What follows belongs to an exercise in optimizing a design on an open flow for small area, a short achievable clock period and few clock cycles per item; a production flow would make more cautious choices.
No run shown here included a check of the RTL's function; only the layout flow was run.

==> flow/design.v, too long to show whole: its modules and the start of the top module <==
// module cordic_final: 1391 lines
// module cf_fa: 4 lines
// module cf_ha: 4 lines
module cordic_final (
    input  wire        clk,
    input  wire        rst_n,
    input  wire        start,
    input  wire [31:0] x_in,
    input  wire        func_select,
    output wire        busy,
    output reg         done,
    output wire [32:0] result
);
  // ...
==> flow/flow/run.sh <==
#!/bin/bash
set -euo pipefail
bash standard.sh SETUP_SLACK_MARGIN=8.5 finish > standard_flow.log 2>&1
==> flow/standard.sh <==
#!/bin/bash
# synth_recipe.tcl (not shown) runs the flow's synth.tcl, then flattens the netlist and writes it again
# the make line also repeats each setting of config.mk as NAME=value (left out here)
make -C /OpenROAD-flow-scripts/flow DESIGN_CONFIG=/design/flow/config.mk WORK_HOME=/design/flow/orfs CLKGATE_MAP_FILE= SYNTH_SCRIPT=/design/flow/synth_recipe.tcl "${@:-finish}"
==> flow/config.mk <==
export PLATFORM = sky130hd
export DESIGN_NAME = cordic_final
export DESIGN_NICKNAME = cordic_final
export VERILOG_FILES = /design/flow/design.v
export SDC_FILE = /design/flow/constraint.sdc
export NUM_CORES = 4
export LEC_CHECK = 0
export CAP_MARGIN = 20
export CORE_MARGIN = 2
export CORE_UTILIZATION = 40
export CTS_CLUSTER_DIAMETER = 80
export CTS_CLUSTER_SIZE = 28
export SLEW_MARGIN = 20
==> flow/constraint.sdc <==
create_clock -name core_clock -period 12.0 [get_ports {clk}]
set_input_delay 2.4000 -clock core_clock [delete_from_list [all_inputs] [get_ports {clk}]]
set_output_delay 2.4000 -clock core_clock [all_outputs]
set_load 0.01 [all_outputs]
==> reports/qor.txt, run 1 <==
Cell with the most instances after synthesis - dfxtp_1
Largest family of logic cells by synthesized area - adder cells
Syn_nets - 4936
Synth Area in Adders - 0.236
I/O Pins - 71
Synth top area share - 0.373
Worst-path maximum fanout - 7
Post-route DRC - 0
Final global-route overflow total - 0
First-pass GRT wire length - 137000 um
Post-route ant nets - 0
Root Buffer - clkbuf_16
Seq/Total Area, Yosys - 0.382
Max Used Layer - met4
Share of cells above drive strength 1 - 0.0467
H-tree Lvls - 2
Worst Hold Launch - dq_p4[2]
Final wirelength - 81700 um
Met3 routed WL - 3100 um
Drt pass-1 iters - 5
Worst-Skew Late Latency - 0.63 ns
Cts bufs inserted - 47
Post-Syn Instances - 4235
CTS Hold Bufs - 0
Area of the mapped netlist - 45300 um2
Worst path bufs/invs - 1
IO Port Bufs - 53
Critical Path Sink Type - primary output
# Max-Cap Violations - 0
Ranking of synthesized cells by area - dfxtp_1, fa_1, xnor2_1
Taps Inserted - 1500
Status - timing/DRC/antenna clean
==> run 2, diff against run 1 <==
--- a/flow/design.v
+++ b/flow/design.v
@@ -68,168 +68,130 @@
     wire [15:0] yt6 = (d05[5] ? (d05[4] ? (d05[3] ? (d05[2] ? (d05[1] ? (d05[0] ? 16'd21526 : 16'd18301) : (d05[0] ? 16'd18302 : 16'd15363)) : (d05[1] ? (d05[0] ? 16'd15340 : 16'd12644) : (d05[0] ? 16'd12644 : 16'd10146))) : (d05[2] ? (d05[1] ? (d05[0] ? 16'd9967 : 16'd7639) : (d05[0] ? 16'd7639 : 16'd5431)) : (d05[1] ? (d05[0] ? 16'd5414 : 16'd3291) : (d05[0] ? 16'd3291 : 16'd1220)))) : (d05[3] ? (d05[2] ? (d05[1] ? (d05[0] ? 16'd65340 : 16'd63283) : (d05[0] ? 16'd63283 : 16'd61190)) : (d05[1] ? (d05[0] ? 16'd61173 : 16'd59013) : (d05[0] ? 16'd59013 : 16'd56749))) : (d05[2] ? (d05[1] ? (d05[0] ? 16'd56575 : 16'd54162) : (d05[0] ? 16'd54162 : 16'd51570)) : (d05[1] ? (d05[0] ? 16'd51548 : 16'd48735) : (d05[0] ? 16'd48734 : 16'd45659))))) : (d05[4] ? (d05[3] ? (d05[2] ? (d05[1] ? (d05[0] ? 16'd19876 : 16'd16801) : (d05[0] ? 16'd16802 : 16'd13989)) : (d05[1] ? (d05[0] ? 16'd13966 : 16'd11374) : (d05[0] ? 16'd11374 : 16'd8960))) : (d05[2] ? (d05[1] ? (d05[0] ? 16'd8787 : 16'd6523) : (d05[0] ? 16'd6523 : 16'd4363)) : (d05[1] ? (d05[0] ? 16'd4346 : 16'd2253) : (d05[0] ? 16'd2253 : 16'd196)))) : (d05[3] ? (d05[2] ? (d05[1] ? (d05[0] ? 16'd64316 : 16'd62245) : (d05[0] ? 16'd62245 : 16'd60122)) : (d05[1] ? (d05[0] ? 16'd60105 : 16'd57897) : (d05[0] ? 16'd57897 : 16'd55569))) : (d05[2] ? (d05[1] ? (d05[0] ? 16'd55391 : 16'd52892) : (d05[0] ? 16'd52892 : 16'd50196)) : (d05[1] ? (d05[0] ? 16'd50174 : 16'd47235) : (d05[0] ? 16'd47234 : 16'd44009))))));
     reg [14:0] xs6;
     always @(posedge clk) xs6 <= xt6;
     wire d6s3 = satq ? stq : dq[9];
     reg [15:0] ys6;
     always @(posedge clk) ys6 <= yt6 ^ {16{~d6s3}};
     reg [10:0] dq_p4;
     always @(posedge clk) dq_p4 <= dq;
-    reg [0:0] satq_p4;
-    always @(posedge clk) satq_p4 <= satq;
-    reg [0:0] stq_p4;
-    always @(posedge clk) stq_p4 <= stq;
-    wire d6s4 = satq_p4 ? stq_p4 : dq_p4[9];
+    wire [10:0] dsat = satq ? {11{stq}} : dq;
+    reg [10:0] dqs;
+    always @(posedge clk) dqs <= dsat;
     wire [15:0] ysh6 = {{6{ys6[15]}}, ys6[15:6]};
     wire [15:0] xsh6 = {7'd0, xs6[14:6]};
-    wire [15:0] xn7 = {1'b0, xs6} + ysh6 + {15'd0, ~d6s4};
-    wire d7s4 = satq_p4 ? stq_p4 : dq_p4[8];
-    wire [15:0] yn7 = (ys6 + xsh6) ^ {16{d6s4 ^ d7s4}};
+    wire [15:0] xn7 = {1'b0, xs6} + ysh6 + {15'd0, ~dqs[9]};
+    wire [15:0] yn7 = (ys6 + xsh6) ^ {16{dqs[9] ^ dqs[8]}};
     reg [14:0] xs7;
     always @(posedge clk) xs7 <= xn7[14:0];
     reg [15:0] ys7;
     always @(posedge clk) ys7 <= yn7;
     reg [10:0] dq_p5;
     always @(posedge clk) dq_p5 <= dq_p4;
-    reg [0:0] satq_p5;
-    always @(posedge clk) satq_p5 <= satq_p4;
-    reg [0:0] stq_p5;
-    always @(posedge clk) stq_p5 <= stq_p4;
-    wire d7s5 = satq_p5 ? stq_p5 : dq_p5[8];
+    reg [10:0] dqs_p5;
+    always @(posedge clk) dqs_p5 <= dqs;
     wire [15:0] ysh7 = {{7{ys7[15]}}, ys7[15:7]};
     wire [15:0] xsh7 = {8'd0, xs7[14:7]};
-    wire [15:0] xn8 = {1'b0, xs7} + ysh7 + {15'd0, ~d7s5};
-    wire d8s5 = satq_p5 ? stq_p5 : dq_p5[7];
-    wire [15:0] yn8 = (ys7 + xsh7) ^ {16{d7s5 ^ d8s5}};
+    wire [15:0] xn8 = {1'b0, xs7} + ysh7 + {15'd0, ~dqs_p5[8]};
+    wire [15:0] yn8 = (ys7 + xsh7) ^ {16{dqs_p5[8] ^ dqs_p5[7]}};
     reg [14:0] xs8;
     always @(posedge clk) xs8 <= xn8[14:0];
     reg [15:0] ys8;
     always @(posedge clk) ys8 <= yn8;
     reg [10:0] dq_p6;
     always @(posedge clk) dq_p6 <= dq_p5;
-    reg [0:0] satq_p6;
-    always @(posedge clk) satq_p6 <= satq_p5;
-    reg [0:0] stq_p6;
-    always @(posedge clk) stq_p6 <= stq_p5;
-    wire d8s6 = satq_p6 ? stq_p6 : dq_p6[7];
+    reg [10:0] dqs_p6;
+    always @(posedge clk) dqs_p6 <= dqs_p5;
     wire [15:0] ysh8 = {{8{ys8[15]}}, ys8[15:8]};
     wire [15:0] xsh8 = {9'd0, xs8[14:8]};
-    wire [15:0] xn9 = {1'b0, xs8} + ysh8 + {15'd0, ~d8s6};
-    wire d9s6 = satq_p6 ? stq_p6 : dq_p6[6];
-    wire [15:0] yn9 = (ys8 + xsh8) ^ {16{d8s6 ^ d9s6}};
+    wire [15:0] xn9 = {1'b0, xs8} + ysh8 + {15'd0, ~dqs_p6[7]};
+    wire [15:0] yn9 = (ys8 + xsh8) ^ {16{dqs_p6[7] ^ dqs_p6[6]}};
     reg [14:0] xs9;
     always @(posedge clk) xs9 <= xn9[14:0];
     reg [15:0] ys9;
     always @(posedge clk) ys9 <= yn9;
     reg [10:0] dq_p7;
     always @(posedge clk) dq_p7 <= dq_p6;
-    reg [0:0] satq_p7;
-    always @(posedge clk) satq_p7 <= satq_p6;
-    reg [0:0] stq_p7;
-    always @(posedge clk) stq_p7 <= stq_p6;
-    wire d9s7 = satq_p7 ? stq_p7 : dq_p7[6];
+    reg [10:0] dqs_p7;
+    always @(posedge clk) dqs_p7 <= dqs_p6;
     wire [15:0] ysh9 = {{9{ys9[15]}}, ys9[15:9]};
     wire [15:0] xsh9 = {10'd0, xs9[14:9]};
-    wire [15:0] xn10 = {1'b0, xs9} + ysh9 + {15'd0, ~d9s7};
-    wire d10s7 = satq_p7 ? stq_p7 : dq_p7[5];
-    wire [15:0] yn10 = (ys9 + xsh9) ^ {16{d9s7 ^ d10s7}};
+    wire [15:0] xn10 = {1'b0, xs9} + ysh9 + {15'd0, ~dqs_p7[6]};
+    wire [15:0] yn10 = (ys9 + xsh9) ^ {16{dqs_p7[6] ^ dqs_p7[5]}};
     reg [14:0] xs10;
     always @(posedge clk) xs10 <= xn10[14:0];
     reg [15:0] ys10;
     always @(posedge clk) ys10 <= yn10;
     reg [10:0] dq_p8;
     always @(posedge clk) dq_p8 <= dq_p7;
-    reg [0:0] satq_p8;
-    always @(posedge clk) satq_p8 <= satq_p7;
-    reg [0:0] stq_p8;
-    always @(posedge clk) stq_p8 <= stq_p7;
-    wire d10s8 = satq_p8 ? stq_p8 : dq_p8[5];
+    reg [10:0] dqs_p8;
+    always @(posedge clk) dqs_p8 <= dqs_p7;
     wire [15:0] ysh10 = {{10{ys10[15]}}, ys10[15:10]};
     wire [15:0] xsh10 = {11'd0, xs10[14:10]};
-    wire [15:0] xn11 = {1'b0, xs10} + ysh10 + {15'd0, ~d10s8};
-    wire d11s8 = satq_p8 ? stq_p8 : dq_p8[4];
-    wire [15:0] yn11 = (ys10 + xsh10) ^ {16{d10s8 ^ d11s8}};
+    wire [15:0] xn11 = {1'b0, xs10} + ysh10 + {15'd0, ~dqs_p8[5]};
+    wire [15:0] yn11 = (ys10 + xsh10) ^ {16{dqs_p8[5] ^ dqs_p8[4]}};
     reg [14:0] xs11;
     always @(posedge clk) xs11 <= xn11[14:0];
     reg [15:0] ys11;
     always @(posedge clk) ys11 <= yn11;
     reg [10:0] dq_p9;
     always @(posedge clk) dq_p9 <= dq_p8;
-    reg [0:0] satq_p9;
-    always @(posedge clk) satq_p9 <= satq_p8;
-    reg [0:0] stq_p9;
-    always @(posedge clk) stq_p9 <= stq_p8;
-    wire d11s9 = satq_p9 ? stq_p9 : dq_p9[4];
+    reg [10:0] dqs_p9;
+    always @(posedge clk) dqs_p9 <= dqs_p8;
     wire [15:0] ysh11 = {{11{ys11[15]}}, ys11[15:11]};
     wire [15:0] xsh11 = {12'd0, xs11[14:11]};
-    wire [15:0] xn12 = {1'b0, xs11} + ysh11 + {15'd0, ~d11s9};
-    wire d12s9 = satq_p9 ? stq_p9 : dq_p9[3];
-    wire [15:0] yn12 = (ys11 + xsh11) ^ {16{d11s9 ^ d12s9}};
+    wire [15:0] xn12 = {1'b0, xs11} + ysh11 + {15'd0, ~dqs_p9[4]};
+    wire [15:0] yn12 = (ys11 + xsh11) ^ {16{dqs_p9[4] ^ dqs_p9[3]}};
     reg [14:0] xs12;
     always @(posedge clk) xs12 <= xn12[14:0];
     reg [15:0] ys12;
     always @(posedge clk) ys12 <= yn12;
     reg [10:0] dq_p10;
     always @(posedge clk) dq_p10 <= dq_p9;
-    reg [0:0] satq_p10;
-    always @(posedge clk) satq_p10 <= satq_p9;
-    reg [0:0] stq_p10;
-    always @(posedge clk) stq_p10 <= stq_p9;
-    wire d12s10 = satq_p10 ? stq_p10 : dq_p10[3];
+    reg [10:0] dqs_p10;
+    always @(posedge clk) dqs_p10 <= dqs_p9;
     wire [15:0] ysh12 = {{12{ys12[15]}}, ys12[15:12]};
     wire [15:0] xsh12 = {13'd0, xs12[14:12]};
-    wire [15:0] xn13 = {1'b0, xs12} + ysh12 + {15'd0, ~d12s10};
-    wire d13s10 = satq_p10 ? stq_p10 : dq_p10[2];
-    wire [15:0] yn13 = (ys12 + xsh12) ^ {16{d12s10 ^ d13s10}};
+    wire [15:0] xn13 = {1'b0, xs12} + ysh12 + {15'd0, ~dqs_p10[3]};
+    wire [15:0] yn13 = (ys12 + xsh12) ^ {16{dqs_p10[3] ^ dqs_p10[2]}};
     reg [14:0] xs13;
     always @(posedge clk) xs13 <= xn13[14:0];
     reg [15:0] ys13;
     always @(posedge clk) ys13 <= yn13;
     reg [10:0] dq_p11;
     always @(posedge clk) dq_p11 <= dq_p10;
-    reg [0:0] satq_p11;
-    always @(posedge clk) satq_p11 <= satq_p10;
-    reg [0:0] stq_p11;
-    always @(posedge clk) stq_p11 <= stq_p10;
-    wire d13s11 = satq_p11 ? stq_p11 : dq_p11[2];
+    reg [10:0] dqs_p11;
+    always @(posedge clk) dqs_p11 <= dqs_p10;
     wire [15:0] ysh13 = {{13{ys13[15]}}, ys13[15:13]};
     wire [15:0] xsh13 = {14'd0, xs13[14:13]};
-    wire [15:0] xn14 = {1'b0, xs13} + ysh13 + {15'd0, ~d13s11};
-    wire d14s11 = satq_p11 ? stq_p11 : dq_p11[1];
-    wire [15:0] yn14 = (ys13 + xsh13) ^ {16{d13s11 ^ d14s11}};
+    wire [15:0] xn14 = {1'b0, xs13} + ysh13 + {15'd0, ~dqs_p11[2]};
+    wire [15:0] yn14 = (ys13 + xsh13) ^ {16{dqs_p11[2] ^ dqs_p11[1]}};
     reg [14:0] xs14;
     always @(posedge clk) xs14 <= xn14[14:0];
     reg [15:0] ys14;
     always @(posedge clk) ys14 <= yn14;
     reg [10:0] dq_p12;
     always @(posedge clk) dq_p12 <= dq_p11;
-    reg [0:0] satq_p12;
-    always @(posedge clk) satq_p12 <= satq_p11;
-    reg [0:0] stq_p12;
-    always @(posedge clk) stq_p12 <= stq_p11;
-    wire d14s12 = satq_p12 ? stq_p12 : dq_p12[1];
+    reg [10:0] dqs_p12;
+    always @(posedge clk) dqs_p12 <= dqs_p11;
     wire [15:0] ysh14 = {{13{ys14[15]}}, ys14[15:13]};
     wire [15:0] xsh14 = {14'd0, xs14[14:13]};
-    wire [15:0] xn15 = {1'b0, xs14} + ysh14 + {15'd0, ~d14s12};
-    wire d15s12 = satq_p12 ? stq_p12 : dq_p12[0];
-    wire [15:0] yn15 = (ys14 + xsh14) ^ {16{d14s12 ^ d15s12}};
+    wire [15:0] xn15 = {1'b0, xs14} + ysh14 + {15'd0, ~dqs_p12[1]};
+    wire [15:0] yn15 = (ys14 + xsh14) ^ {16{dqs_p12[1] ^ dqs_p12[0]}};
     reg [14:0] xs15;
     always @(posedge clk) xs15 <= xn15[14:0];
     reg [15:0] ys15;
     always @(posedge clk) ys15 <= yn15;
     reg [10:0] dq_p13;
     always @(posedge clk) dq_p13 <= dq_p12;
-    reg [0:0] satq_p13;
-    always @(posedge clk) satq_p13 <= satq_p12;
-    reg [0:0] stq_p13;
-    always @(posedge clk) stq_p13 <= stq_p12;
-    wire d15s13 = satq_p13 ? stq_p13 : dq_p13[0];
+    reg [10:0] dqs_p13;
+    always @(posedge clk) dqs_p13 <= dqs_p12;
     wire [15:0] ysh15 = {{14{ys15[15]}}, ys15[15:14]};
     wire [15:0] xsh15 = {15'd0, xs15[14:14]};
-    wire [15:0] yn16 = (ys15 + xsh15) ^ {16{~d15s13}};
+    wire [15:0] yn16 = (ys15 + xsh15) ^ {16{~dqs_p13[0]}};
     reg [15:0] ys16;
     always @(posedge clk) ys16 <= yn16;
     wire sq_1 = zv[0] & zv[1];
     wire sq_2 = zv[0] & zv[2];
     wire sq_3 = zv[0] & zv[3];
     wire sq_4 = zv[0] & zv[4];
     wire sq_5 = zv[0] & zv[5];
     wire sq_6 = zv[0] & zv[6];
==> reports/qor.txt, run 2 <==
Status - timing/DRC/antenna clean (unchanged)
Cell with the most instances after synthesis - dfxtp_1 (unchanged)
Period Utilization, post-route - 0.295 (was 0.294)
Largest regs - cma (35), cmb (34), Sr (31) (unchanged)
Ant diodes - 0 (was 1)
Die X - 338 um (was 341 um)
H-tree Lvls - 2 (unchanged)
Worst R2R Setup Slack - 8.65 ns (was 8.60 ns)
Delay-heaviest family, CP - flip-flops (unchanged)
Die area - 114000 um2 (was 116000 um2)
Largest net degree at the start of global routing - 88 (was 84)
Yosys warns - 1 (unchanged)
Worst-path clk slew - 0.10 ns (was 0.09 ns)
Synth top area share - 0.370 (was 0.373)
# setup viols final - 0 (unchanged)
Root Buffer - clkbuf_16 (unchanged)
Post-route ant nets - 0 (unchanged)
Kind of critical path - reg2out (unchanged)
Hold Path End - dqs_p11[1] (was dq_p5[2])
Slowest stage cell, crit path - dfxtp_4 (unchanged)
Reg with most FFs - cma (unchanged)
Worst path required time - 9.60 ns (about the same)
# Max-Cap Violations - 0 (unchanged)
Detailed Place HPWL - 61600 um (was 61300 um)
Fin nets - 4827 (was 4887)
Post-Syn Instances - 4178 (was 4235)
Post-synth top flop - dfxtp_1 (unchanged)
Routed vias/inst - 4.91 (was 4.89)
Area of the mapped netlist - 44700 um2 (was 45300 um2)
Synth Register Bits - 841 (was 861)
Setup TNS - 0 ns (unchanged)
All-Layer GR Usage - 0.142 (was 0.140)
Max Buffers Root-to-Sink - 3 (unchanged)
CP cell instances - buf_2 (unchanged)
Starting Density - 0.403 (about the same)
HP Class - reg2reg (unchanged)
Unique masters post-synth - 79 (was 90)
Relative slew margins - 0.279 (was 0.272)
Post-route DRC - 0 (unchanged)
Most frequent cells in the layout - dfxtp_1, xnor2_1, ha_1, fa_1, a21oi_1 (unchanged)
Die Y - 338 um (was 341 um)
Share of cells above drive strength 1 - 0.0500 (was 0.0467)
Clock period minus worst slack - 3.54 ns (was 3.52 ns)
Crit path depth - 1 (unchanged)
Critical path's largest stage delay - 0.39 ns (was 0.37 ns)
Ranking of synthesized cells by area - dfxtp_1, fa_1, xnor2_1 (unchanged)
Worst Clk Skew - 0.0364 ns (was 0.0239 ns)
# rows - 122 (was 123)
Setup repair after global routing missed its margin - true (unchanged)
Gpl congestion - 0.874 (was 0.832)
Element type at the critical path start - flip-flop (unchanged)
Most common cell after layout, fill and taps aside - dfxtp_1 (unchanged)
CTS tree - done (unchanged)
Seq/Total Area, Yosys - 0.379 (was 0.382)
Average size of a mapped cell - 10.7 um2 (about the same)
DR WL/cell - 14.5 um (was 14.3 um)
Fin. Hold Viols - 0 (unchanged)
Syn_nets - 4879 (was 4936)
Worst-path maximum fanout - 6 (was 7)
Worst path bufs/invs - 1 (unchanged)
Number of synthesized flops with an enable pin - 0 (unchanged)
Clock sinks - 841 (was 861)
Drt pass-1 iters - 5 (unchanged)
Reg2reg end - stq (was mrb[20])
Commonest cells post-synth - dfxtp_1, xnor2_1, ha_1, fa_1, a21oi_1 (unchanged)
R2R depth - 15 (was 5)
Core area - 111000 um2 (was 112000 um2)
CP arrival - 1.14 ns (was 1.12 ns)
Hold Crit Depth - 0 (unchanged)
Largest register FFs - 35 (unchanged)
IO Port Bufs - 53 (unchanged)
Vias - 27753 (was 27960)
R2r startpoint - cq[0] (was bneg[2])
Peak Freq - 282 MHz (was 284 MHz)
CTS Hold Bufs - 0 (unchanged)
Slew @ Worst Pin - 1.08 ns (was 1.09 ns)
Fin. max-slew vios - 0 (unchanged)
Cts bufs inserted - 46 (was 47)
First-pass GRT wire length - 137000 um (about the same)
DR iter-0 viols - 1348 (was 1467)
Worst Hold Launch - dqs_p10[1] (was dq_p4[2])
I/O Pins - 71 (unchanged)
Worst-Skew Late Latency - 0.66 ns (was 0.63 ns)
Area Overhead vs Synth - 8.09% (was 7.41%)
Initial antenna violation count - 1 (was 0)
Cell taking the most area after synthesis - dfxtp_1 (unchanged)
Final global-route overflow total - 0 (unchanged)
Critical Path Sink Type - primary output (unchanged)
Final wirelength - 81600 um (was 81700 um)
Vias in the first global route - 27906 (was 28140)
Asr flop ratio synth - 0.0190 (was 0.0186)
==> run 2: changes by cell type after synthesis, moves of 15 or more <==
cell / change
a21oi_1: +24
nor2_1: -33
a211oi_1: -26
dfxtp_1: -20
clkbuf_1: +16
inv_1: +29
nand2_1: -30
o211ai_1: +15
==> run 2: final cells by class <==
class                      count  area [um2]
sequential                   841       16900
multi-input combinational   2963       26400
clock inverter                30         420
inverter                     203         762
timing repair buffer          71         569
fill                       10464       62400
tap                         1488        1860
clock buffer                  51        1250
==> run 2: metrics by stage <==
step	setup slack [ns]	std cells	hold slack [ns]	util	cell area, um2
after floorplan	8.58	4178	0.310	-	44700
after global placement	7.99	5559	0.310	0.420	46500
after detailed placement	7.98	5559	0.312	0.420	46500
after CTS	8.39	5645	0.310	0.435	48100
after global routing	8.39	5647	0.336	0.436	48300
final	8.46	5647	0.327	0.436	48300
==> run 2: how the worst max path moves through the flow <==
stage / startpoint / slack [ns] / endpoint
after global routing: rsa / 8.39 / result[23]
final: rsb / 8.46 / result[29]
after global placement: func_select / 7.99 / v0r[0]
after detailed placement: func_select / 7.98 / v0r[0]
after floorplan: func_select / 8.58 / v0r[10]
after CTS: rsa / 8.39 / result[23]
==> run 2: per-layer routing <==
metal,up-vias,share of wire,track usage
li1,14066,-,-
met1,13119,0.44,0.176
met2,441,0.49,0.254
met3,127,0.035,0.0167
met4,0,0.028,0.0499
met5,-,0,0
==> run 2: cells by family after synthesis <==
kind of cell,share of synthesized area
XOR/XNOR,0.132
other,0.0000840
multiplexers,0.00642
adder cells (fa/ha/maj),0.240
buffers and inverters,0.0330
flip-flops,0.379
AO/OA/AOI/OAI,0.123
AND/OR/NAND/NOR,0.0869
==> run 2: per-module statistics from Yosys, one instance, submodules excluded <==
| module | copies in the design | area, um2 | flip-flops and latches | cells inside |
|---|---|---|---|---|
| cf_fa | 293 | 20.0 | 0 | 1 |
| cordic_final | 1 | 38800 | 841 | 3885 |
==> run 2: worst reg2reg max path, cell delays in order, from the launching register on <==
cell and delay (ns):
dfxtp_2 0.35, inv_2 0.05, ha_4 0.24, xnor2_2 0.14, xnor2_2 0.14, ha_2 0.20
fa_2 0.34, a21o_1 0.20, a221o_1 0.34, o41ai_4 0.30, nor2_1 0.09, xnor2_1 0.18
o311ai_1 0.13, nor4_2 0.27, a21boi_1 0.12, xnor2_1 0.13
==> run 2: repair_timing <==
item / in CTS / in global routing
setup buffers: 5 / 2
pin swaps: 5 / 7
gates resized for setup: 157 / 21
endpoints found under the setup margin: 38 / 43

[what the ideal ports hide]
In the flow no input, the clock included, has a driving cell. The finished layouts below were timed again as built, in two steps.
Step 1 (the two cells are an assumption about what drives the block):
set clk [get_ports {clk}]
set_driving_cell -lib_cell sky130_fd_sc_hd__clkbuf_16 $clk
set_driving_cell -lib_cell sky130_fd_sc_hd__buf_2 [delete_from_list [all_inputs] $clk]
Step 2, shift: input delay + t, output delay - t, t = (earliest + latest rising clock arrival at the registers) / 2. This alone moves slack from input paths to output paths.
a / b / c = ideal / step 1 / step 2; a / b = the first two.
run	shift t [ns]	setup WS [ns]	clock arrival spread, ns
run 1	0.684	8.477 / 8.415 / 8.045	0.032 / 0.031
run 2	0.693	8.459 / 8.395 / 8.037	0.057 / 0.056
After both steps every run listed still meets setup and hold. For run 1, which loses most, drivers alone change the setup slack by -0.062 ns; drivers and shift together by -0.432 ns.
